Context: an optimization exercise on an open-source flow, tuned for small area. The choices shown serve that exercise and are no tape-out recipe.
In this exercise RTL edits were held to simulation tests only and were not proved equivalent to the original.
Power figures rest on the tool's default switching activity, not on a simulated workload.

Setup of north:
==> flow/design.v <==
module SDRAM_HAL_Base(CLOCK_50, reset_n, Ton_PWM, Latch_PWM, OE_PWM, GPIO_PWM, GPIO_DIV);
input CLOCK_50;
input reset_n;
input[9:0] Ton_PWM;
input[23:0] Latch_PWM;
input[23:0] OE_PWM;
output[23:0] GPIO_PWM;
output GPIO_DIV;
reg [5:0] d;
reg [3:0] q;
reg [9:0] cnt;
reg z;           
reg w;           
reg h;           
reg [23:0] lqn;  
reg [23:0] out;
reg [23:0] r;
reg [9:0] ring [0:23];
wire step = (d == 6'd48);
wire q9 = (q == 4'd9);
wire [3:0] qn = q9 ? 4'd0 : q + 4'd1;
always @(posedge CLOCK_50) begin
	if (!reset_n) begin
		d <= 6'd0;
		q <= 4'd0;
		cnt <= 10'd0;
		z <= 1'b1;
		w <= 1'b1;
		h <= 1'b0;
	end else begin
		d <= step ? 6'd0 : d + 6'd1;
		q <= qn;
		if (step) begin
			cnt <= cnt + 10'd1;
			z <= 1'b0;
			w <= 1'b1;
			h <= 1'b0;
		end else if (q9) begin
			w <= 1'b0;
			h <= !w;
		end
	end
end
wire [9:0] tdata = Ton_PWM & {10{reset_n}};
wire [19:0] tdd = {tdata, tdata};
wire [9:0] trot = tdd >> qn;
wire [10:0] pl;
assign pl[0] = 1'b0;
genvar j;
generate for (j = 0; j < 10; j = j + 1) begin: pre
	assign pl[j+1] = (tdata[j] & !cnt[j]) | ((tdata[j] | !cnt[j]) & pl[j]);
end endgenerate
wire [15:0] plx = {5'd0, pl};
wire sel = !w && !h;
wire nc = h || (!w && !cnt[q]);
wire pload = w ? 1'b0 : h ? pl[10] : plx[q + 4'd1];
genvar i;
generate for (i = 0; i < 24; i = i + 1) begin: ch
	wire ld = !(lqn[i] | Latch_PWM[i]) | !reset_n;
	wire x = ring[i][0] & sel;
	wire m = (x & nc) | ((x | nc) & r[i]);
	always @(posedge CLOCK_50) begin
		lqn[i] <= !(Latch_PWM[i] & reset_n);
		ring[i] <= ld ? trot : {ring[i][0], ring[i][9:1]};
		r[i] <= ld ? pload : m;
		if (step) out[i] <= m;
	end
end endgenerate
assign GPIO_PWM = out & OE_PWM & {24{!z}};
assign GPIO_DIV = (d >= 6'd24);
endmodule
clock: 5.0 ns
lec_check: 0
abc_area: 1
cap_margin: 20
core_margin: 2
core_utilization: 70
place_density: 0.8
slew_margin: 20
buffer_ports_args: -buffer_cell sky130_fd_sc_hd__buf_1
cts_args: -sink_clustering_enable -repair_clock_nets -dont_use_dummy_load -sink_clustering_size 30 -sink_clustering_max_diameter 80 -buf_list "sky130_fd_sc_hd__clkbuf_16" -root_buf sky130_fd_sc_hd__clkbuf_8 -tree_buf sky130_fd_sc_hd__clkbuf_8
post_floorplan_tcl: /design/flow/flow/downsize.tcl
standard.sh (not shown) runs the stock make flow with config.mk's settings and CLKGATE_MAP_FILE= SYNTH_SCRIPT=/design/flow/synth_recipe.tcl, a recipe that flattens the netlist after the stock synthesis.
==> flow/flow/run.sh <==
#!/bin/bash
# Standard ORFS layout with smaller port buffers, smallest-drive logic cells
# after synthesis (repair steps upsize where needed) and a leaner clock tree.
set -euo pipefail
W=$PWD
cat >> config.mk <<CFG
export BUFFER_PORTS_ARGS = -buffer_cell sky130_fd_sc_hd__buf_1
export CTS_ARGS = -sink_clustering_enable -repair_clock_nets -dont_use_dummy_load -sink_clustering_size 30 -sink_clustering_max_diameter 80 -buf_list "sky130_fd_sc_hd__clkbuf_16" -root_buf sky130_fd_sc_hd__clkbuf_8 -tree_buf sky130_fd_sc_hd__clkbuf_8
export POST_FLOORPLAN_TCL = $W/flow/downsize.tcl
CFG
bash standard.sh finish > orfs_make.log 2>&1
==> flow/flow/downsize.tcl <==
# Swap every combinational cell for the smallest cell of the same function
# (same base name, other drive strength). Registers, clock cells and
# physical-only cells are left alone; later repair steps upsize where needed.
proc my_downsize {} {
  set lib [lindex [get_libs *] 0]
  set n 0
  set saved 0.0
  foreach inst [get_cells *] {
    set m [get_property $inst ref_name]
    if {![regexp {^(sky130_fd_sc_hd__([a-z0-9]+))_(\d+)$} $m -> base fn size]} { continue }
    if {[regexp {^(df|edf|sdf|dl|clk|tap|fill|decap|conb|diode|lpflow)} $fn]} { continue }
    set cur [get_lib_cells */$m]
    set best $m
    set barea [get_property $cur area]
    foreach s {0 1 2} {
      set c [get_lib_cells -quiet */${base}_$s]
      if {$c == ""} { continue }
      set a [get_property $c area]
      if {$a < $barea} { set best ${base}_$s; set barea $a }
    }
    if {$best ne $m} {
      set saved [expr {$saved + [get_property $cur area] - $barea}]
      replace_cell $inst $best
      incr n
    }
  }
  puts "my_downsize: replaced $n cells, saved [format %.1f $saved] um2"
}
my_downsize
Setup changes, north to middle
- swapping -sink_clustering_enable -repair_clock_nets -dont_use_dummy_load -sink_clustering_size 30 -sink_clustering_max_diameter 80 -buf_list "sky130_fd_sc_hd__clkbuf_16" -root_buf sky130_fd_sc_hd__clkbuf_8 -tree_buf sky130_fd_sc_hd__clkbuf_8 for -sink_clustering_enable -repair_clock_nets -dont_use_dummy_load -sink_clustering_size 30 -sink_clustering_max_diameter 80 -buf_list "sky130_fd_sc_hd__clkbuf_16" in CTS_ARGS
==> flow/flow/run.sh <==
#!/bin/bash
# Standard ORFS layout with smaller port buffers, smallest-drive logic cells
# after synthesis (repair steps upsize where needed) and a leaner clock tree.
set -euo pipefail
W=$PWD
cat >> config.mk <<CFG
export BUFFER_PORTS_ARGS = -buffer_cell sky130_fd_sc_hd__buf_1
export CTS_ARGS = -sink_clustering_enable -repair_clock_nets -dont_use_dummy_load -sink_clustering_size 30 -sink_clustering_max_diameter 80 -buf_list "sky130_fd_sc_hd__clkbuf_16"
export POST_FLOORPLAN_TCL = $W/flow/downsize.tcl
CFG
bash standard.sh finish > orfs_make.log 2>&1
Findings:
- Detailed route wirelength on metal2: middle vs north up about 0.7%
- Looking only at clock network power, and setting everything else aside, the lower value of north and middle goes to north.
- Summary — clock period minus final worst setup slack, middle relative to north: lower, by 4.0 ps.
- From north to middle the numbers moved as follows: average vias per placed instance neither gained nor lost much, summed area of non-filler cells in the final layout neither gained nor lost much, placed standard-cell area neither gained nor lost much.
- | global-route total usage across every layer | north vs middle | ≈ equal |
- north completed end to end with timing, DRC and antenna clean.
- middle ended with every stage complete and zero timing, DRC or antenna violations.
- Core utilization is higher on middle

==> separate check: timing with driven ports <==
In the flow no input, the clock included, has a driving cell. The finished layouts below were timed again as built, in two steps.
Step 1: set_driving_cell puts a clkbuf_16 on CLOCK_50 and a buf_2 on each other input, an assumption about the parent block.
Step 2, shift: input delay + t, output delay - t, t = (earliest + latest rising clock arrival at the registers) / 2. This alone moves slack from input paths to output paths.
a / b / c = no drivers / after step 1 / after step 2; a / b = the first two.
run	t, ns	setup slack, ns	worst hold slack (ns)
north	0.569	1.459 / 1.459 / 1.106	0.398 / 0.398 / 0.398
middle	0.521	1.463 / 1.463 / 1.112	0.396 / 0.396 / 0.396
After both steps setup and hold are still met in every run listed. For north, which loses most, drivers alone change the setup slack by 0.000 ns; drivers and shift together by -0.353 ns.
